What follows belongs to an exercise in optimizing a design on an open flow for small area, a short achievable clock period and few clock cycles per item; a production flow would make more cautious choices.
No run shown here included a check of the RTL's function; only the layout flow was run.
Power and IR drop assume default switching activity.

<file path="config.mk">
export PLATFORM = sky130hd
export DESIGN_NAME = Out_of_Order_divider
export DESIGN_NICKNAME = Out_of_Order_divider
export VERILOG_FILES = /design/flow/design.v
export SDC_FILE = /design/flow/constraint.sdc
export NUM_CORES = 4
export LEC_CHECK = 0
export CAP_MARGIN = 20
export CORE_MARGIN = 2
export CORE_UTILIZATION = 40
export PLACE_DENSITY = 0.6
export SLEW_MARGIN = 20
</file>
<file path="constraint.sdc">
create_clock -name core_clock -period 6.0 [get_ports {clk}]
set_input_delay 1.2000 -clock core_clock [delete_from_list [all_inputs] [get_ports {clk}]]
set_output_delay 1.2000 -clock core_clock [all_outputs]
set_load 0.01 [all_outputs]
</file>
<file path="design.v">
module single_divider (Clk, a_in, d_in, q_out, r_out);
input Clk;
input [7:0] a_in, d_in;
output [7:0] q_out, r_out;
wire [0:0] x0 = a_in[7:7];
wire [1:0] b_0;
wire [0:0] df_0;
assign b_0[0] = 1'b0;
assign df_0[0] = x0[0] ^ d_in[0] ^ b_0[0];
assign b_0[1] = (~x0[0] & d_in[0]) | (~(x0[0] ^ d_in[0]) & b_0[0]);
wire ge_0 = (d_in[7:1] == 0) && !b_0[1];
wire [0:0] r1 = ge_0 ? df_0 : x0;
wire [0:0] qq1 = {ge_0};
wire [6:0] aa1 = a_in[6:0];
wire [1:0] x1 = {r1, aa1[6:6]};
wire [2:0] b_1;
wire [1:0] df_1;
assign b_1[0] = 1'b0;
assign df_1[0] = x1[0] ^ d_in[0] ^ b_1[0];
assign b_1[1] = (~x1[0] & d_in[0]) | (~(x1[0] ^ d_in[0]) & b_1[0]);
assign df_1[1] = x1[1] ^ d_in[1] ^ b_1[1];
assign b_1[2] = (~x1[1] & d_in[1]) | (~(x1[1] ^ d_in[1]) & b_1[1]);
wire ge_1 = (d_in[7:2] == 0) && !b_1[2];
wire [1:0] r2 = ge_1 ? df_1 : x1;
wire [1:0] qq2 = {qq1, ge_1};
wire [5:0] aa2 = aa1[5:0];
reg [1:0] r_p1;
always @(posedge Clk) r_p1 <= r2;
reg [5:0] a_p1;
always @(posedge Clk) a_p1 <= aa2;
reg [1:0] q_p1;
always @(posedge Clk) q_p1 <= qq2;
reg [7:0] d_p1;
always @(posedge Clk) d_p1 <= d_in;
wire [2:0] x2 = {r_p1, a_p1[5:5]};
wire [3:0] b_2;
wire [2:0] df_2;
assign b_2[0] = 1'b0;
assign df_2[0] = x2[0] ^ d_p1[0] ^ b_2[0];
assign b_2[1] = (~x2[0] & d_p1[0]) | (~(x2[0] ^ d_p1[0]) & b_2[0]);
assign df_2[1] = x2[1] ^ d_p1[1] ^ b_2[1];
assign b_2[2] = (~x2[1] & d_p1[1]) | (~(x2[1] ^ d_p1[1]) & b_2[1]);
assign df_2[2] = x2[2] ^ d_p1[2] ^ b_2[2];
assign b_2[3] = (~x2[2] & d_p1[2]) | (~(x2[2] ^ d_p1[2]) & b_2[2]);
wire ge_2 = (d_p1[7:3] == 0) && !b_2[3];
wire [2:0] r3 = ge_2 ? df_2 : x2;
wire [2:0] qq3 = {q_p1, ge_2};
wire [4:0] aa3 = a_p1[4:0];
wire [3:0] x3 = {r3, aa3[4:4]};
wire [4:0] b_3;
wire [3:0] df_3;
assign b_3[0] = 1'b0;
assign df_3[0] = x3[0] ^ d_p1[0] ^ b_3[0];
assign b_3[1] = (~x3[0] & d_p1[0]) | (~(x3[0] ^ d_p1[0]) & b_3[0]);
assign df_3[1] = x3[1] ^ d_p1[1] ^ b_3[1];
assign b_3[2] = (~x3[1] & d_p1[1]) | (~(x3[1] ^ d_p1[1]) & b_3[1]);
assign df_3[2] = x3[2] ^ d_p1[2] ^ b_3[2];
assign b_3[3] = (~x3[2] & d_p1[2]) | (~(x3[2] ^ d_p1[2]) & b_3[2]);
assign df_3[3] = x3[3] ^ d_p1[3] ^ b_3[3];
assign b_3[4] = (~x3[3] & d_p1[3]) | (~(x3[3] ^ d_p1[3]) & b_3[3]);
wire ge_3 = (d_p1[7:4] == 0) && !b_3[4];
wire [3:0] r4 = ge_3 ? df_3 : x3;
wire [3:0] qq4 = {qq3, ge_3};
wire [3:0] aa4 = aa3[3:0];
reg [3:0] r_p2;
always @(posedge Clk) r_p2 <= r4;
reg [3:0] a_p2;
always @(posedge Clk) a_p2 <= aa4;
reg [3:0] q_p2;
always @(posedge Clk) q_p2 <= qq4;
reg [7:0] d_p2;
always @(posedge Clk) d_p2 <= d_p1;
wire [4:0] x4 = {r_p2, a_p2[3:3]};
wire [5:0] b_4;
wire [4:0] df_4;
assign b_4[0] = 1'b0;
assign df_4[0] = x4[0] ^ d_p2[0] ^ b_4[0];
assign b_4[1] = (~x4[0] & d_p2[0]) | (~(x4[0] ^ d_p2[0]) & b_4[0]);
assign df_4[1] = x4[1] ^ d_p2[1] ^ b_4[1];
assign b_4[2] = (~x4[1] & d_p2[1]) | (~(x4[1] ^ d_p2[1]) & b_4[1]);
assign df_4[2] = x4[2] ^ d_p2[2] ^ b_4[2];
assign b_4[3] = (~x4[2] & d_p2[2]) | (~(x4[2] ^ d_p2[2]) & b_4[2]);
assign df_4[3] = x4[3] ^ d_p2[3] ^ b_4[3];
assign b_4[4] = (~x4[3] & d_p2[3]) | (~(x4[3] ^ d_p2[3]) & b_4[3]);
assign df_4[4] = x4[4] ^ d_p2[4] ^ b_4[4];
assign b_4[5] = (~x4[4] & d_p2[4]) | (~(x4[4] ^ d_p2[4]) & b_4[4]);
wire ge_4 = (d_p2[7:5] == 0) && !b_4[5];
wire [4:0] r5 = ge_4 ? df_4 : x4;
wire [4:0] qq5 = {q_p2, ge_4};
wire [2:0] aa5 = a_p2[2:0];
wire [5:0] x5 = {r5, aa5[2:2]};
wire [6:0] b_5;
wire [5:0] df_5;
assign b_5[0] = 1'b0;
assign df_5[0] = x5[0] ^ d_p2[0] ^ b_5[0];
assign b_5[1] = (~x5[0] & d_p2[0]) | (~(x5[0] ^ d_p2[0]) & b_5[0]);
assign df_5[1] = x5[1] ^ d_p2[1] ^ b_5[1];
assign b_5[2] = (~x5[1] & d_p2[1]) | (~(x5[1] ^ d_p2[1]) & b_5[1]);
assign df_5[2] = x5[2] ^ d_p2[2] ^ b_5[2];
assign b_5[3] = (~x5[2] & d_p2[2]) | (~(x5[2] ^ d_p2[2]) & b_5[2]);
assign df_5[3] = x5[3] ^ d_p2[3] ^ b_5[3];
assign b_5[4] = (~x5[3] & d_p2[3]) | (~(x5[3] ^ d_p2[3]) & b_5[3]);
assign df_5[4] = x5[4] ^ d_p2[4] ^ b_5[4];
assign b_5[5] = (~x5[4] & d_p2[4]) | (~(x5[4] ^ d_p2[4]) & b_5[4]);
assign df_5[5] = x5[5] ^ d_p2[5] ^ b_5[5];
assign b_5[6] = (~x5[5] & d_p2[5]) | (~(x5[5] ^ d_p2[5]) & b_5[5]);
wire ge_5 = (d_p2[7:6] == 0) && !b_5[6];
wire [5:0] r6 = ge_5 ? df_5 : x5;
wire [5:0] qq6 = {qq5, ge_5};
wire [1:0] aa6 = aa5[1:0];
reg [5:0] r_p3;
always @(posedge Clk) r_p3 <= r6;
reg [1:0] a_p3;
always @(posedge Clk) a_p3 <= aa6;
reg [5:0] q_p3;
always @(posedge Clk) q_p3 <= qq6;
reg [7:0] d_p3;
always @(posedge Clk) d_p3 <= d_p2;
wire [6:0] x6 = {r_p3, a_p3[1:1]};
wire [7:0] b_6;
wire [6:0] df_6;
assign b_6[0] = 1'b0;
assign df_6[0] = x6[0] ^ d_p3[0] ^ b_6[0];
assign b_6[1] = (~x6[0] & d_p3[0]) | (~(x6[0] ^ d_p3[0]) & b_6[0]);
assign df_6[1] = x6[1] ^ d_p3[1] ^ b_6[1];
assign b_6[2] = (~x6[1] & d_p3[1]) | (~(x6[1] ^ d_p3[1]) & b_6[1]);
assign df_6[2] = x6[2] ^ d_p3[2] ^ b_6[2];
assign b_6[3] = (~x6[2] & d_p3[2]) | (~(x6[2] ^ d_p3[2]) & b_6[2]);
assign df_6[3] = x6[3] ^ d_p3[3] ^ b_6[3];
assign b_6[4] = (~x6[3] & d_p3[3]) | (~(x6[3] ^ d_p3[3]) & b_6[3]);
assign df_6[4] = x6[4] ^ d_p3[4] ^ b_6[4];
assign b_6[5] = (~x6[4] & d_p3[4]) | (~(x6[4] ^ d_p3[4]) & b_6[4]);
assign df_6[5] = x6[5] ^ d_p3[5] ^ b_6[5];
assign b_6[6] = (~x6[5] & d_p3[5]) | (~(x6[5] ^ d_p3[5]) & b_6[5]);
assign df_6[6] = x6[6] ^ d_p3[6] ^ b_6[6];
assign b_6[7] = (~x6[6] & d_p3[6]) | (~(x6[6] ^ d_p3[6]) & b_6[6]);
wire ge_6 = (d_p3[7:7] == 0) && !b_6[7];
wire [6:0] r7 = ge_6 ? df_6 : x6;
wire [6:0] qq7 = {q_p3, ge_6};
wire [0:0] aa7 = a_p3[0:0];
reg [6:0] r_p4;
always @(posedge Clk) r_p4 <= r7;
reg [0:0] a_p4;
always @(posedge Clk) a_p4 <= aa7;
reg [6:0] q_p4;
always @(posedge Clk) q_p4 <= qq7;
reg [7:0] d_p4;
always @(posedge Clk) d_p4 <= d_p3;
wire [7:0] x7 = {r_p4, a_p4[0:0]};
wire [8:0] b_7;
wire [7:0] df_7;
assign b_7[0] = 1'b0;
assign df_7[0] = x7[0] ^ d_p4[0] ^ b_7[0];
assign b_7[1] = (~x7[0] & d_p4[0]) | (~(x7[0] ^ d_p4[0]) & b_7[0]);
assign df_7[1] = x7[1] ^ d_p4[1] ^ b_7[1];
assign b_7[2] = (~x7[1] & d_p4[1]) | (~(x7[1] ^ d_p4[1]) & b_7[1]);
assign df_7[2] = x7[2] ^ d_p4[2] ^ b_7[2];
assign b_7[3] = (~x7[2] & d_p4[2]) | (~(x7[2] ^ d_p4[2]) & b_7[2]);
assign df_7[3] = x7[3] ^ d_p4[3] ^ b_7[3];
assign b_7[4] = (~x7[3] & d_p4[3]) | (~(x7[3] ^ d_p4[3]) & b_7[3]);
assign df_7[4] = x7[4] ^ d_p4[4] ^ b_7[4];
assign b_7[5] = (~x7[4] & d_p4[4]) | (~(x7[4] ^ d_p4[4]) & b_7[4]);
assign df_7[5] = x7[5] ^ d_p4[5] ^ b_7[5];
assign b_7[6] = (~x7[5] & d_p4[5]) | (~(x7[5] ^ d_p4[5]) & b_7[5]);
assign df_7[6] = x7[6] ^ d_p4[6] ^ b_7[6];
assign b_7[7] = (~x7[6] & d_p4[6]) | (~(x7[6] ^ d_p4[6]) & b_7[6]);
assign df_7[7] = x7[7] ^ d_p4[7] ^ b_7[7];
assign b_7[8] = (~x7[7] & d_p4[7]) | (~(x7[7] ^ d_p4[7]) & b_7[7]);
wire ge_7 = 1'b1 && !b_7[8];
wire [7:0] r8 = ge_7 ? df_7 : x7;
wire [7:0] qq8 = {q_p4, ge_7};
reg [7:0] r_p5;
always @(posedge Clk) r_p5 <= r8;
reg [7:0] q_p5;
always @(posedge Clk) q_p5 <= qq8;
assign q_out = q_p5;
assign r_out = r_p5;
endmodule
`timescale 1 ns / 100 ps
module Out_of_Order_divider (clk, rst, start, memory_write_complete, dd_addr, dd_data, qr_we, qr_addr, qr_data);
input clk, rst, start;
output memory_write_complete;
output [4:0] dd_addr;
input [15:0] dd_data;
output qr_we;
output [4:0] qr_addr;
output [15:0] qr_data;
reg [5:0] cnt;
reg run;
wire last = run && (cnt == 6'd36);
always @(posedge clk, posedge rst)
begin
  if (rst) begin
    cnt <= 6'd0;
    run <= 1'b0;
  end else if (last) begin
    cnt <= 6'd0;
    run <= 1'b0;
  end else if (start || run) begin
    cnt <= cnt + 6'd1;
    run <= 1'b1;
  end
end
wire [5:0] wcnt = cnt - 6'd5;
assign dd_addr = cnt[4:0];
assign qr_we = run && (cnt >= 6'd5);
assign qr_addr = wcnt[4:0];
assign memory_write_complete = last;
single_divider divider (.Clk(clk), .a_in(dd_data[15:8]), .d_in(dd_data[7:0]), .q_out(qr_data[15:8]), .r_out(qr_data[7:0]));
endmodule
</file>
<file path="flow/run.sh">
#!/bin/bash
# The standard layout, with every input and output port buffered by a
# sky130_fd_sc_hd__buf_1 instead of the resizer's default choice.
set -euo pipefail
bash standard.sh BUFFER_PORTS_ARGS="-buffer_cell sky130_fd_sc_hd__buf_1"  finish > standard.log 2>&1
</file>
<file path="standard.sh">
#!/bin/bash
# synth_recipe.tcl (not shown) runs the flow's synth.tcl, then flattens the netlist and writes it again
# the make line also repeats each setting of config.mk as NAME=value (left out here)
make -C /OpenROAD-flow-scripts/flow DESIGN_CONFIG=/design/flow/config.mk WORK_HOME=/design/flow/orfs CLKGATE_MAP_FILE= SYNTH_SCRIPT=/design/flow/synth_recipe.tcl "${@:-finish}"
</file>
==> summary.md, run 1 <==
| Metric | Value |
|---|---|
| Io pins | 47 |
| Sequential cell area | about 0.0022 mm² |
| Iter 0 DRT Violations | 68 |
| Die area | roughly 0.011 mm² |
| Crit path time final | 5288 ps |
| Synth Area in Compound Gates | 8.872% |
| Antenna Cells | 0 |
| Fin Setup TNS | 0 ps |
| Register clock-pin slew on the reported worst setup and hold paths | 110 ps |
| Combinational cell fraction of total power | a little under a quarter |
| Total number of vias | 2233 |
| Unrepaired setup endpoints after global routing | false |
| Largest area contributor in the netlist | dfxtp_1 |
| Postcts setup bufs | 0 |
| Critical Path End Type | flip-flop |
| Flop pwr share | 52.2% |
| Sequential fraction of the synthesis area | a little under three fifths |
| Syn Nets | 388 |
| Clock Power Share | 24.9% |
| Post-synthesis cell count | 330 |
| Critical Path RT | 6290 ps |
| Fillers | 899 |
| Post-synthesis simple-gate area fraction | under 10% |
| Slew Limit Fails | 0 |
| CTS sink cnt | 106 |
| Root buf cell | clkbuf_8 |
| Commonest non-fill, non-tap cell in the layout | dfxtp_1 |
| Synth cell types | 40 |
| H-tree depth | 3 |
| Gr usage total | 12.02% |
| Core ar. | 0.009594 mm² |
| Area Growth Syn to Fin | 11.83% |
| Post-synthesis mux area share | 3.407% |
| Top cell type's share of synthesized area | around 51% |
| Final hold viol count | 0 |
| Hold-fix buffers, CTS | 0 |
| Starting Density | 40.57% |
| Die Wd | 102.6 µm |
| Slew @ Worst Pin | 589.2 ps |
| Area of the multi-input gates | between 0.001 and 0.0015 mm² |
| Status | timing/DRC/antenna clean |
| DR DRC count | 0 |
| Clock buffer depth | 2 |
| Post-CTS Resized | 0 |
| First-pass GRT wire length | 9.735 mm |
| Leak pwr | 1.895 nW |
| HPWL Detailed | 4.411 mm |
| Main combinational cell family by area after synthesis | adder cells |
| VDD IR max | 143.4 µV |
| Min-delay src | divider.a_p1[1] |
| Via-to-Cell Ratio | around 4.3 |
| Worst hold path stage count | 0 |
| Routed len/inst | between 10 and 15 µm |
| Share of layout cells above drive strength 1 | under 10% |
| Worst setup SP type | flip-flop |
| Internal | 1.120 mW |
| R2R Setup Slk | 710 ps |
| Chip height | 102.6 µm |
| Clock latency (worst-skew pair) | 370 ps |
| Drt total wl | 5.737 mm |
| Sw frac | about a third |
| Highest-count cells in the layout ignoring fill and taps | dfxtp_1 (99), inv_1 (53), buf_1 (46) |
| Worst slew margin | 60.36% |
| RePlAce Congestion | 0.8839 |
| Worst Hold Path EP | divider.a_p2[1] |
| Post-Syn Area | 0.003892 mm² |
| Critical path arrival | 5580 ps |
| Net switching power figure | 539.4 µW |
| Yosys reg bits | ~110 |
| Overflow after GRT | 0 |
| Final setup fails | 0 |
| Number of buffers added on ports | 46 |
| Post-Synth Adder-Cell Area | 17.94% |
| RR Startpoint | divider.d_p2[0] |
| NumNets Final | 434 |
| Initial antenna violation count | 0 |
| Ranking of synthesized cells by area | dfxtp_1 (51%), fa_1 (14%), inv_1 (5.1%) |
| YS warnings | 2 |
| FP Rows | 36 |
| Hold/Removal Path Class | flip-flop to flip-flop |
| Worst setup path class | flip-flop to flip-flop |
| Number of global-route vias before repair | about 2200 |
| Synth Area in XOR/XNOR | 1.125% |
| Power, Total | approximately 1.7 mW |
| Syn Area/Cell | 11.80 µm² |
| Reg2Reg Depth | 19 |
| Max Freq | 0.1891 GHz |
| Reg-to-Reg End | divider.r_p3[5] |
| Pwr/cell area | 381.3 mW/mm² |
| Final worst path period share | 88.14% |
| Total CTS buffers | 9 |
| DR pass1 iterations | 4 |
| Max_cap viols | 0 |
| ANT nets after route | 0 |
| CP max FO | 12 |
| CTS tree | done |
| Largest net degree at the start of global routing | 21 |
| Clock Skews | between 10 and 15 ps |
-- synth_stat cells (all sizes together) --
cell / n
a21boi: 1
a21oi: 12
a221o: 1
a221oi: 2
a31o: 1
and3: 1
buf: 8
clkbuf: 3
dfrtp: 7
dfxtp: 99
fa: 28
ha: 11
inv: 53
mux2: 7
mux2i: 5
nand2: 17
nand2b: 2
nand3: 1
nand4: 1
nor2: 15
nor3: 1
nor4: 3
o2111ai: 2
o211a: 1
o211ai: 1
o21ai: 21
o21bai: 1
o22ai: 11
o2bb2ai: 1
o41ai: 1
or2: 1
or3: 2
or3b: 2
or4: 2
xnor2: 2
xor2: 3
-- cells by family (layout without fill, tap and decap cells) --
| logic type | after synthesis | in the layout |
|---|---|---|
| and+or+nand+nor | 48 | 48 |
| muxes | 12 | 12 |
| xor gates and xnor gates | 5 | 5 |
| buffers and inverters | 64 | 115 |
| adders and majority gates | 39 | 39 |
| AOI/OAI and AO/OA | 56 | 56 |
| DFF | 106 | 106 |
-- cell type report --
cell class / count / share of cell area (%)
repair buffers: 46 / 3.967
well taps: 133 / 3.823
flip-flops and latches: 106 / 49.55
clock buffers: 9 / 2.846
clock inverters: 7 / 1.552
multi-input cells: 160 / 33.69
inverters: 53 / 4.570
-- critical path, stage by stage, from the launching register on --
cell and delay (ps):
dfxtp_1 370, ha_1 160, inv_1 50, fa_1 450, fa_1 460, fa_1 420, inv_1 90, fa_1 230
or4_4 210, o21ai_0 130, fa_1 460, fa_1 430, fa_1 410, fa_1 360, inv_1 80, fa_1 320
or3_1 260, inv_1 80, o2bb2ai_1 120, a21oi_1 120
-- worst max-delay path by stage --
stage / startpoint / end / slack [ps] / depth (start not counted)
2_1_floorplan: divider.a_p2[3] / divider.r_p3[5] / 880 / 22
3_3_place_gp: divider.a_p2[3] / divider.r_p3[5] / 830 / 20
3_5_place_dp: divider.d_p2[0] / divider.r_p3[5] / 710 / 19
4_1_cts: divider.d_p2[0] / divider.r_p3[5] / 670 / 19
5_1_grt: divider.a_p2[3] / divider.r_p3[5] / 340 / 20
6_report: divider.d_p2[0] / divider.r_p3[5] / 710 / 19
-- layer usage --
metal  GRT usage, %  wire [µm]  vias up
li1               -          -     1154
met1          14.03       2527     1031
met2          19.76       2846       38
met3          2.983        224       10
met4          7.692        138        0
met5              0          0        -
-- power by group through the flow --
stage          clock [mW]  sequential (mW)  combinational, mW
6_report            0.414            0.867              0.379
5_1_grt             0.463            0.881              0.446
4_1_cts             0.436            0.868              0.386
3_5_place_dp            0            0.885              0.385
3_3_place_gp            0            0.882              0.372
2_1_floorplan           0            0.879              0.292
-- state kept, by name, summed over array words and instances, names as in the netlist, 4 cells and up --
| register | count |
|---|---|
| divider.d_p1 | 8 |
| cnt | 6 |
| divider.d_p4 | 8 |
| divider.r_p5 | 8 |
| divider.r_p2 | 4 |
| divider.a_p1 | 6 |
| divider.q_p4 | 7 |
| divider.d_p3 | 8 |
| divider.q_p2 | 4 |
| divider.r_p4 | 7 |
| divider.d_p2 | 8 |
| divider.a_p2 | 4 |
| divider.q_p3 | 6 |
| divider.r_p3 | 6 |
| divider.q_p5 | 8 |
-- metrics by stage --
step	cell area (µm²)	worst slack, ps	hold slack (ps)	instances	util [%]
finish	4353	711.6	321.4	514	45.37
global route	4353	338.5	328.0	514	45.37
CTS	4353	669.9	322.0	514	45.37
detailed placement	4161	708.2	312.1	498	43.38
global placement	4161	829.7	309.5	498	43.38
floorplan	3892	878.8	309.6	330	-
==> run 2, diff against run 1 <==
--- a/design.v
+++ b/design.v
@@ -149,24 +149,6 @@
 wire [7:0] x7 = {r_p4, a_p4[0:0]};
-wire [8:0] b_7;
-wire [7:0] df_7;
-assign b_7[0] = 1'b0;
-assign df_7[0] = x7[0] ^ d_p4[0] ^ b_7[0];
-assign b_7[1] = (~x7[0] & d_p4[0]) | (~(x7[0] ^ d_p4[0]) & b_7[0]);
-assign df_7[1] = x7[1] ^ d_p4[1] ^ b_7[1];
-assign b_7[2] = (~x7[1] & d_p4[1]) | (~(x7[1] ^ d_p4[1]) & b_7[1]);
-assign df_7[2] = x7[2] ^ d_p4[2] ^ b_7[2];
-assign b_7[3] = (~x7[2] & d_p4[2]) | (~(x7[2] ^ d_p4[2]) & b_7[2]);
-assign df_7[3] = x7[3] ^ d_p4[3] ^ b_7[3];
-assign b_7[4] = (~x7[3] & d_p4[3]) | (~(x7[3] ^ d_p4[3]) & b_7[3]);
-assign df_7[4] = x7[4] ^ d_p4[4] ^ b_7[4];
-assign b_7[5] = (~x7[4] & d_p4[4]) | (~(x7[4] ^ d_p4[4]) & b_7[4]);
-assign df_7[5] = x7[5] ^ d_p4[5] ^ b_7[5];
-assign b_7[6] = (~x7[5] & d_p4[5]) | (~(x7[5] ^ d_p4[5]) & b_7[5]);
-assign df_7[6] = x7[6] ^ d_p4[6] ^ b_7[6];
-assign b_7[7] = (~x7[6] & d_p4[6]) | (~(x7[6] ^ d_p4[6]) & b_7[6]);
-assign df_7[7] = x7[7] ^ d_p4[7] ^ b_7[7];
-assign b_7[8] = (~x7[7] & d_p4[7]) | (~(x7[7] ^ d_p4[7]) & b_7[7]);
-wire ge_7 = 1'b1 && !b_7[8];
-wire [7:0] r8 = ge_7 ? df_7 : x7;
-wire [7:0] qq8 = {q_p4, ge_7};
+wire ge_7_1 = 1'b1 && (x7 >= d_p4[7:0]);
+wire [7:0] df_7_1 = x7 - d_p4[7:0];
+wire [7:0] r8 = ge_7_1 ? df_7_1 : x7;
+wire [7:0] qq8 = {q_p4, ge_7_1};
 reg [7:0] r_p5;
==> flow/run.sh (replaced) <==
#!/bin/bash
# The standard layout, with every input and output port buffered by a
# sky130_fd_sc_hd__buf_1 instead of the resizer's default choice.
set -euo pipefail
bash standard.sh BUFFER_PORTS_ARGS="-buffer_cell sky130_fd_sc_hd__buf_1" ADDER_MAP_FILE= finish > standard.log 2>&1
==> run 2 against run 1 <==
  * Fmax is 58% higher
  * Sequential power is 0.6% higher
  * First-iteration DRC count is 100% higher
  * Critical path type unchanged
  * Flip-flop and latch count stayed put
  * Synthesized cell count is 29% higher
  * Largest power group unchanged
  * Register-to-register slack better by 1900 ps
  * Die area is 9.8% higher
  * Clock-buffer cell count stayed put
  * Total power is 2.0% lower
  * Synthesized area is 10% higher
  * Still clean on timing, DRC and antenna
==> summary.md, run 2 <==
| Metric | Value |
|---|---|
| Syn Area/Cell | 10.05 µm² (was 11.80 µm²) |
| Synth top cells by count | dfxtp_1 (99), nand2_1 (39), xnor2_1 (34), nor2_1 (27), inv_1 (26) (was dfxtp_1 (99), inv_1 (53), fa_1 (28), o21ai_0 (21), nand2_1 (17)) |
| FP Rows | 37 (was 36) |
| First-pass GRT wire length | 12.73 mm (was 9.735 mm) |
| Syn Nets | 446 (was 388) |
| Most common cell in the synthesized netlist | dfxtp_1 (unchanged) |
| Post-Syn Area | 0.004290 mm² (was 0.003892 mm²) |
| Yosys reg bits | 106 (unchanged) |
| Die Wd | 107.6 µm (was 102.6 µm) |
| Post-Layout Inst Area | 0.004722 mm² (was 0.004353 mm²) |
| Iter 0 DRT Violations | 137 (was 68) |
| Critical Path RT | 6260 ps (was 6290 ps) |
| Overflow after GRT | 0 (unchanged) |
| Top_reg_cell synth | dfxtp_1 (unchanged) |
| DR DRC count | 0 (unchanged) |
| Antenna Cells | 0 (unchanged) |
| Largest net degree at the start of global routing | 19 (was 21) |
| R2R Setup Slk | 2660 ps (was 710 ps) |
| Clock latency (worst-skew pair) | 360 ps (was 370 ps) |
| Sequential fraction of the synthesis area | 50.28% (was 55.42%) |
| Largest area contributor in the netlist | dfxtp_1 (unchanged) |
| Routed len/inst | 12.27 µm (was 11.16 µm) |
| CP startpoint | divider.d_p2[1] (was divider.d_p2[0]) |
| Slew Limit Fails | 0 (unchanged) |
| Final hold viol count | 0 (unchanged) |
| RePlAce Congestion | 0.9228 (was 0.8839) |
| Number of synthesized flops with an enable pin | 0 (unchanged) |
| Cell chain of the critical path | nand2b_1, a211oi_2, o21ai_2, or4_4, a21o_1, a211o_4, a31oi_4, o21ai_1, o21ai_4, mux2_1, o311ai_2 (was ha_1, inv_1, fa_1, fa_1, fa_1, inv_1, fa_1, or4_4, o21ai_0, fa_1, fa_1, fa_1, fa_1, inv_1, fa_1, or3_1, inv_1, o2bb2ai_1, a21oi_1) |
| Number of buffers added on ports | 46 (unchanged) |
| Worst setup path class | flip-flop to flip-flop (unchanged) |
| Setup crit end | divider.r_p3[4] (was divider.r_p3[5]) |
| Root buf cell | clkbuf_8 (unchanged) |
| YS warnings | 2 (unchanged) |
| Final setup fails | 0 (unchanged) |
| Total CTS buffers | 9 (unchanged) |
| CP max FO | 11 (was 12) |
| Worst setup SP type | flip-flop (unchanged) |
| Fin Setup TNS | 0 ps (unchanged) |
| Clock Skews | 15.74 ps (was 12.73 ps) |
| Worst slew margin | 48.89% (was 60.36%) |
| RR Startpoint | divider.d_p2[1] (was divider.d_p2[0]) |
| Register clock-pin slew on the reported worst setup and hold paths | 110 ps (about the same) |
| VDD IR max | 126.7 µV (was 143.4 µV) |
| Clock buffer depth | 2 (unchanged) |
| Critical path arrival | 3600 ps (was 5580 ps) |
| Starting Density | 41.37% (was 40.57%) |
| Max_cap viols | 0 (unchanged) |
| Synth cell types | 67 (was 40) |
| Dpl ws | 2687 ps (was 708.2 ps) |
| Die area | 0.01157 mm² (was 0.01054 mm²) |
| Slew @ Worst Pin | 760.7 ps (was 589.2 ps) |
| Critical Path End Type | flip-flop (unchanged) |
| Via-to-Cell Ratio | 4.848 (was 4.344) |
| H-tree depth | 3 (unchanged) |
| Hold/Removal Path Class | flip-flop to flip-flop (unchanged) |
| Postcts setup bufs | 0 (unchanged) |
| Gr usage total | 13.86% (was 12.02%) |
| Reg-to-Reg End | divider.r_p3[4] (was divider.r_p3[5]) |
| CTS sink cnt | 106 (unchanged) |
| Area Growth Syn to Fin | 10.06% (was 11.83%) |
| Unrepaired setup endpoints after global routing | false (unchanged) |
| CP max-delay cell | or4_4 (was fa_1) |
| Reg2Reg Depth | 11 (was 19) |
| Fillers | 1018 (was 899) |
| HPWL Detailed | 5.739 mm (was 4.411 mm) |
| Core ar. | 0.01037 mm² (was 0.009594 mm²) |
| Drt total wl | 7.484 mm (was 5.737 mm) |
| Ranking of synthesized cells by area | dfxtp_1 (46%), xnor2_1 (6.9%), dfrtp_1 (4.1%) (was dfxtp_1 (51%), fa_1 (14%), inv_1 (5.1%)) |
| Pwr/cell area | 344.4 mW/mm² (was 381.3 mW/mm²) |
| Post-CTS Resized | 0 (unchanged) |
| Crit path largest cell delay | 500 ps (was 460 ps) |
| Status | timing/DRC/antenna clean (unchanged) |
| Top cell type's share of synthesized area | 46.19% (was 50.92%) |
| Total number of vias | 2957 (was 2233) |
| Highest-count cells in the layout ignoring fill and taps | dfxtp_1 (99), buf_1 (46), nand2_1 (39) (was dfxtp_1 (99), inv_1 (53), buf_1 (46)) |
| Crit path time final | 3342 ps (was 5288 ps) |
| DR pass1 iterations | 4 (unchanged) |
| Hold-fix buffers, CTS | 0 (unchanged) |
| Share of layout cells above drive strength 1 | 11.18% (was 8.399%) |
| Max Freq | 0.2992 GHz (was 0.1891 GHz) |
| Io pins | 47 (unchanged) |
| Ys async rst share | 6.604% (unchanged) |
| Post-synthesis cell count | 427 (was 330) |
| Final worst path period share | 55.70% (was 88.14%) |
| Worst Slack Setup Final | 2658 ps (was 711.6 ps) |
| Number of global-route vias before repair | 2823 (was 2219) |
| NumNets Final | 488 (was 434) |
| Commonest non-fill, non-tap cell in the layout | dfxtp_1 (unchanged) |
| Leak pwr | 1.823 nW (was 1.895 nW) |
| Util after Layout | 45.54% (was 45.37%) |
| Chip height | 107.6 µm (was 102.6 µm) |
| Initial antenna violation count | 0 (unchanged) |
| Placed cell area | 0.004546 mm² (was 0.004161 mm²) |
| ANT nets after route | 0 (unchanged) |
| CTS tree | done (unchanged) |
[run 2: cell types whose count changed after synthesis, moves of 9 or more]
| cell | change |
|---|---|
| xnor2_1 | +32 |
| nor2b_1 | +12 |
| o22ai_1 | -10 |
| nand3_1 | +9 |
| o21ai_0 | -10 |
| xor2_1 | +12 |
| maj3_2 | +12 |
| nand2_1 | +22 |
| nor2_1 | +13 |
| inv_1 | -27 |
| fa_1 | -28 |
| ha_1 | -11 |
[run 2: final cells by class]
class                           count  area (µm²)  area share (%)
Timing Repair Buffer               46       172.7           3.657
Multi-Input combinational cell    279        1943           41.15
Clock inverter                      7       52.55           1.113
Sequential cell                   106        2157           45.68
Inverter                           27       102.6           2.173
Tap cell                          136       170.2           3.604
Clock buffer                        9       123.9           2.623
[run 2: logic make-up after synthesis]
group,count (synthesis),share of synthesized area (%)
mux,6,1.487
fa+ha+maj,14,3.616
simple gates,136,16.21
buf+inv,42,4.432
xor+xnor,49,10.00
flops,106,50.28
compound gates,74,13.97
[run 2: power by group]
part / switching, mW / leakage [nW] / internal [mW] / total, mW
combinational: 0.193 / 0.825 / 0.170 / 0.364
sequential: 0.0865 / 0.907 / 0.785 / 0.872
clock: 0.236 / 0.0904 / 0.155 / 0.391
total: 0.516 / 1.82 / 1.11 / 1.63
[run 2: worst min-delay path by stage]
stage	start	end	slack [ps]	cells past startpoint
finish	divider.q_p2[3]	divider.q_p3[5]	330	0
global route	divider.q_p2[3]	divider.q_p3[5]	330	0
floorplan	divider.a_p1[0]	divider.a_p2[0]	310	0
global placement	divider.q_p4[2]	divider.q_p5[3]	310	0
CTS	divider.q_p2[3]	divider.q_p3[5]	320	0
detailed placement	divider.q_p3[3]	divider.q_p4[4]	310	0
[run 2: stage by stage]
stage	hold slack (ps)	instances	total power [mW]
after detailed placement	312.1	594	1.257
after floorplan	309.6	427	1.179
final	325.2	610	1.626
after global routing	327.6	610	1.734
after CTS	323.5	610	1.655
after global placement	310.5	594	1.250
[run 2: worst max-delay path, delay by kind of cell (launching register included)]
kind | cells | cell delay, ps
flip-flops | 1 | 420
AND/OR/NAND/NOR | 2 | 720
AO/OA/AOI/OAI | 8 | 1750
multiplexers | 1 | 360
[run 2: per-layer routing]
metal / wire, µm / global-route usage (%) / vias to the layer above
met5: 0 / 0 / -
met4: 114 / 5.220 / 0
met3: 314 / 3.390 / 9
met2: 3844 / 24.53 / 68
met1: 3212 / 16.10 / 1352
li1: - / - / 1528
==> run 3, diff against run 2 <==
--- a/design.v
+++ b/design.v
@@ -140,21 +140,31 @@
 wire [0:0] aa7 = a_p3[0:0];
-reg [6:0] r_p4;
-always @(posedge Clk) r_p4 <= r7;
-reg [0:0] a_p4;
-always @(posedge Clk) a_p4 <= aa7;
-reg [6:0] q_p4;
-always @(posedge Clk) q_p4 <= qq7;
-reg [7:0] d_p4;
-always @(posedge Clk) d_p4 <= d_p3;
-wire [7:0] x7 = {r_p4, a_p4[0:0]};
-wire ge_7_1 = 1'b1 && (x7 >= d_p4[7:0]);
-wire [7:0] df_7_1 = x7 - d_p4[7:0];
-wire [7:0] r8 = ge_7_1 ? df_7_1 : x7;
-wire [7:0] qq8 = {q_p4, ge_7_1};
-reg [7:0] r_p5;
-always @(posedge Clk) r_p5 <= r8;
-reg [7:0] q_p5;
-always @(posedge Clk) q_p5 <= qq8;
-assign q_out = q_p5;
-assign r_out = r_p5;
+wire [7:0] x7 = {r7, aa7[0:0]};
+wire [8:0] b_7;
+wire [7:0] df_7;
+assign b_7[0] = 1'b0;
+assign df_7[0] = x7[0] ^ d_p3[0] ^ b_7[0];
+assign b_7[1] = (~x7[0] & d_p3[0]) | (~(x7[0] ^ d_p3[0]) & b_7[0]);
+assign df_7[1] = x7[1] ^ d_p3[1] ^ b_7[1];
+assign b_7[2] = (~x7[1] & d_p3[1]) | (~(x7[1] ^ d_p3[1]) & b_7[1]);
+assign df_7[2] = x7[2] ^ d_p3[2] ^ b_7[2];
+assign b_7[3] = (~x7[2] & d_p3[2]) | (~(x7[2] ^ d_p3[2]) & b_7[2]);
+assign df_7[3] = x7[3] ^ d_p3[3] ^ b_7[3];
+assign b_7[4] = (~x7[3] & d_p3[3]) | (~(x7[3] ^ d_p3[3]) & b_7[3]);
+assign df_7[4] = x7[4] ^ d_p3[4] ^ b_7[4];
+assign b_7[5] = (~x7[4] & d_p3[4]) | (~(x7[4] ^ d_p3[4]) & b_7[4]);
+assign df_7[5] = x7[5] ^ d_p3[5] ^ b_7[5];
+assign b_7[6] = (~x7[5] & d_p3[5]) | (~(x7[5] ^ d_p3[5]) & b_7[5]);
+assign df_7[6] = x7[6] ^ d_p3[6] ^ b_7[6];
+assign b_7[7] = (~x7[6] & d_p3[6]) | (~(x7[6] ^ d_p3[6]) & b_7[6]);
+assign df_7[7] = x7[7] ^ d_p3[7] ^ b_7[7];
+assign b_7[8] = (~x7[7] & d_p3[7]) | (~(x7[7] ^ d_p3[7]) & b_7[7]);
+wire ge_7 = 1'b1 && !b_7[8];
+wire [7:0] r8 = ge_7 ? df_7 : x7;
+wire [7:0] qq8 = {qq7, ge_7};
+reg [7:0] r_p4;
+always @(posedge Clk) r_p4 <= r8;
+reg [7:0] q_p4;
+always @(posedge Clk) q_p4 <= qq8;
+assign q_out = q_p4;
+assign r_out = r_p4;
 endmodule
@@ -171,3 +181,3 @@
 reg run;
-wire last = run && (cnt == 6'd36);
+wire last = run && (cnt == 6'd35);
 always @(posedge clk, posedge rst)
@@ -185,5 +195,5 @@
 end
-wire [5:0] wcnt = cnt - 6'd5;
+wire [5:0] wcnt = cnt - 6'd4;
 assign dd_addr = cnt[4:0];
-assign qr_we = run && (cnt >= 6'd5);
+assign qr_we = run && (cnt >= 6'd4);
 assign qr_addr = wcnt[4:0];
==> run 3 against run 2 <==
  * Still clean on timing, DRC and antenna
  * Critical path depth rose by 1
  * Sequential share of layout area fell by 5.2 points
  * First-iteration DRC count decreased by 28%
  * Clock skew fell by 5.1 ps
  * Die area decreased by 12%
  * Synthesized cell count decreased by 6.1%
  * Combinational power down 1%
  * Global-route usage is 0.99 points higher
  * Final area is 11% lower
  * Final cell count decreased by 8.5%
  * Flip-flop and latch count decreased by 23
  * Fmax shrank 11%
  * Largest power group unchanged
==> summary.md, run 3 <==
| Metric | Value |
|---|---|
| Max Freq | 0.2677 GHz (was 0.2992 GHz) |
| CP max FO | 14 (was 11) |
| HPWL Detailed | 5.350 mm (was 5.739 mm) |
| Starting Density | 41.02% (was 41.37%) |
| Most common cell in the synthesized netlist | dfxtp_1 (unchanged) |
| Status | timing/DRC/antenna clean (unchanged) |
| Hold/Removal Path Class | flip-flop to flip-flop (unchanged) |
| Routed len/inst | 12.67 µm (was 12.27 µm) |
| Io pins | 47 (unchanged) |
| Clock buffer depth | 2 (unchanged) |
| Post-CTS Resized | 0 (unchanged) |
| Yosys reg bits | 83 (was 106) |
| Syn Area/Cell | 9.407 µm² (was 10.05 µm²) |
| ANT nets after route | 0 (unchanged) |
| Final worst path period share | 62.25% (was 55.70%) |
| Net switching power figure | 478.1 µW (was 515.9 µW) |
| Unrepaired setup endpoints after global routing | false (unchanged) |
| Hold-fix buffers, CTS | 0 (unchanged) |
| H-tree depth | 3 (unchanged) |
| Worst slew margin | 58.81% (was 48.89%) |
| Iter 0 DRT Violations | 98 (was 137) |
| Antenna Cells | 0 (unchanged) |
| First-pass GRT wire length | 12.27 mm (was 12.73 mm) |
| Top_reg_cell synth | dfxtp_1 (unchanged) |
| Chip height | 101.1 µm (was 107.6 µm) |
| Overflow after GRT | 0 (unchanged) |
| Share of layout cells above drive strength 1 | 8.277% (was 11.18%) |
| Crit path largest cell delay | 480 ps (was 500 ps) |
| DR pass1 iterations | 4 (unchanged) |
| CTS sink cnt | 83 (was 106) |
| Critical Path End Type | flip-flop (unchanged) |
| Core ar. | 0.009196 mm² (was 0.01037 mm²) |
| Post-synthesis cell count | 401 (was 427) |
| Clock Skews | 10.67 ps (was 15.74 ps) |
| Ranking of synthesized cells by area | dfxtp_1 (40%), xnor2_1 (7.4%), dfrtp_1 (4.6%) (was dfxtp_1 (46%), xnor2_1 (6.9%), dfrtp_1 (4.1%)) |
| Critical Path RT | 6260 ps (about the same) |
| Number of global-route vias before repair | 2751 (was 2823) |
| Register clock-pin slew on the reported worst setup and hold paths | 80 ps (was 110 ps) |
| Via-to-Cell Ratio | 5.142 (was 4.848) |
| Leak pwr | 1.573 nW (was 1.823 nW) |
| Final hold viol count | 0 (unchanged) |
| Post-Syn Area | 0.003772 mm² (was 0.004290 mm²) |
| Flop pwr share | 47.2% (was 53.6%) |
| Max_cap viols | 0 (unchanged) |
| Pwr/cell area | 346.4 mW/mm² (was 344.4 mW/mm²) |
| Die Wd | 101.1 µm (was 107.6 µm) |
| FP Rows | 35 (was 37) |
| Post-Layout Inst Area | 0.004193 mm² (was 0.004722 mm²) |
| NumNets Final | 461 (was 488) |
| DR DRC count | 0 (unchanged) |
| VDD IR max | 183.0 µV (was 126.7 µV) |
| Crit path buffers/inverters | 0 (unchanged) |
| Top cell type's share of synthesized area | 40.33% (was 46.19%) |
| YS warnings | 2 (unchanged) |
| Synth cell types | 69 (was 67) |
| Critical path arrival | 3990 ps (was 3600 ps) |
| Fin Setup TNS | 0 ps (unchanged) |
| Largest net degree at the start of global routing | 17 (was 19) |
| Cell chain of the critical path | nor2b_1, maj3_2, o211a_1, or3_4, a311oi_2, o211ai_2, a31oi_4, a21oi_2, maj3_2, a21oi_2, nor2_1, xor2_1 (was nand2b_1, a211oi_2, o21ai_2, or4_4, a21o_1, a211o_4, a31oi_4, o21ai_1, o21ai_4, mux2_1, o311ai_2) |
| Slew Limit Fails | 0 (unchanged) |
| CTS tree | done (unchanged) |
| Sw frac | 32.92% (was 31.72%) |
| Gr usage total | 14.86% (was 13.86%) |
| Final setup fails | 0 (unchanged) |
| Highest-count cells in the layout ignoring fill and taps | dfxtp_1 (76), buf_1 (46), xnor2_1 (32) (was dfxtp_1 (99), buf_1 (46), nand2_1 (39)) |
| Drt total wl | 7.072 mm (was 7.484 mm) |
| Family with the most delay on the worst path | compound AO/OA/AOI/OAI gates (unchanged) |
| Number of buffers added on ports | 46 (unchanged) |
| Slew @ Worst Pin | 613.4 ps (was 760.7 ps) |
| Commonest non-fill, non-tap cell in the layout | dfxtp_1 (unchanged) |
| Total number of vias | 2869 (was 2957) |
| Number of synthesized flops with an enable pin | 0 (unchanged) |
| Area Growth Syn to Fin | 11.14% (was 10.06%) |
| Initial antenna violation count | 0 (unchanged) |
| Clock Power Share | 28.0% (was 24.0%) |
| Postcts setup bufs | 0 (unchanged) |
| Worst setup SP type | flip-flop (unchanged) |
| Largest area contributor in the netlist | dfxtp_1 (unchanged) |
| Placed cell area | 0.003988 mm² (was 0.004546 mm²) |
| Die area | 0.01022 mm² (was 0.01157 mm²) |
| Combinational cell fraction of total power | 24.8% (was 22.4%) |
| Root buf cell | clkbuf_8 (unchanged) |
| Sequential fraction of the synthesis area | 44.98% (was 50.28%) |
| Total CTS buffers | 9 (unchanged) |
| CP max-delay cell | or3_4 (was or4_4) |
| RePlAce Congestion | 0.8411 (was 0.9228) |
| Internal | 974.2 µW (was 1.110 mW) |
| Worst setup path class | flip-flop to flip-flop (unchanged) |
| Ys async rst share | 8.434% (was 6.604%) |
| Synth top cells by count | dfxtp_1 (76), xnor2_1 (32), nand2_1 (31), nor2_1 (31), inv_1 (22) (was dfxtp_1 (99), nand2_1 (39), xnor2_1 (34), nor2_1 (27), inv_1 (26)) |
| Syn Nets | 420 (was 446) |
| Clock latency (worst-skew pair) | 350 ps (was 360 ps) |
| Crit path time final | 3735 ps (was 3342 ps) |
==> run 3: cell types whose count changed in the layout (fill, tap and decap cells not counted), moves of 8 or more <==
cell	change
maj3_2	-10
o21ai_0	+9
nand2_1	-8
dfxtp_1	-23
==> run 3: power by group through the flow <==
stage          Combinational [mW]  Clock, mW  Sequential [mW]
6_report                    0.360      0.407            0.685
5_1_grt                     0.402      0.449            0.695
4_1_cts                     0.363      0.427            0.685
3_5_place_dp                0.361          0            0.698
3_3_place_gp                0.357          0            0.696
2_1_floorplan               0.303          0            0.687
==> run 3: metrics by stage <==
stage | hold WS, ps | cells | util, % | total power, mW | worst slack (ps)
2_1_floorplan | 309.6 | 401 | - | 0.9904 | 2655
3_3_place_gp | 310.7 | 542 | 43.36 | 1.053 | 2311
3_5_place_dp | 312.1 | 542 | 43.36 | 1.059 | 2266
4_1_cts | 333.3 | 558 | 45.59 | 1.475 | 2243
5_1_grt | 338.5 | 558 | 45.59 | 1.547 | 2033
6_report | 331.7 | 558 | 45.59 | 1.452 | 2265
==> run 3: worst paths after layout <==
check	startpoint	end	slack, ps	cells after the start
max in group asynchronous	rst	cnt[0]	5050	2
min in group asynchronous	rst	cnt[5]	740	2
min	divider.q_p3[2]	divider.q_p4[4]	330	0
max	divider.a_p3[1]	divider.r_p4[3]	2260	12
max reg2reg	divider.a_p3[1]	divider.r_p4[3]	2260	12
min reg2reg	divider.q_p3[2]	divider.q_p4[4]	330	0
==> run 3: layout make-up <==
class	instances	area (µm²)
multi-input cells	278	1889
inverters	24	90.09
clock inverters	7	81.33
well taps	111	138.9
repair buffers	46	172.7
clock buffers	9	123.9
flip-flops and latches	83	1697
fillers	923	5004
==> run 3: per-layer routing <==
layer | part of all wire (%) | vias to the layer above | track usage (%) | wire length (µm)
met4 | 0.89 | 0 | 6.757 | 63
li1 | - | 1480 | - | -
met5 | 0 | - | 0 | 0
met3 | 2.8 | 6 | 3.259 | 199
met2 | 51 | 40 | 26.44 | 3638
met1 | 45 | 1343 | 16.95 | 3170
==> run 3: cell families after synthesis <==
kind of cell	Yosys count	synth area share (%)
flops	83	44.98
xor+xnor	45	10.45
simple gates	130	17.84
mux	3	1.128
fa+ha+maj	8	2.189
compound gates	92	18.47
buf+inv	40	4.942

==> what the ideal ports hide <==
The results above use ideal ports. As a check the final layouts listed here were re-extracted and re-timed, cells and wires unchanged.
Step 1 sets driving cells, clkbuf_16 on the clock port and buf_2 on the other inputs (assumed; they add their load-dependent delay and slew).
Step 2 adds t to the input delays and takes it off the output delays; t is the mean of the earliest and latest rising clock arrival at the registers after step 1. Input paths then give back, and output paths get back, about the clock's delay inside the block.
Slacks: ideal ports / drivers / drivers and shift; pairs: ideal ports / drivers.
| run | shift t [ns] | slack for setup (ns) | worst setup path after step 2 | worst slew at a driven data input, ns |
|---|---|---|---|---|
| run 1 | 0.390 | 0.712 / 0.712 / 0.712 | register to register | 0.03 |
| run 2 | 0.382 | 2.658 / 2.658 / 2.658 | register to register | 0.03 |
| run 3 | 0.377 | 2.265 / 2.265 / 2.265 | register to register | 0.04 |
After both steps every run listed still meets setup and hold.
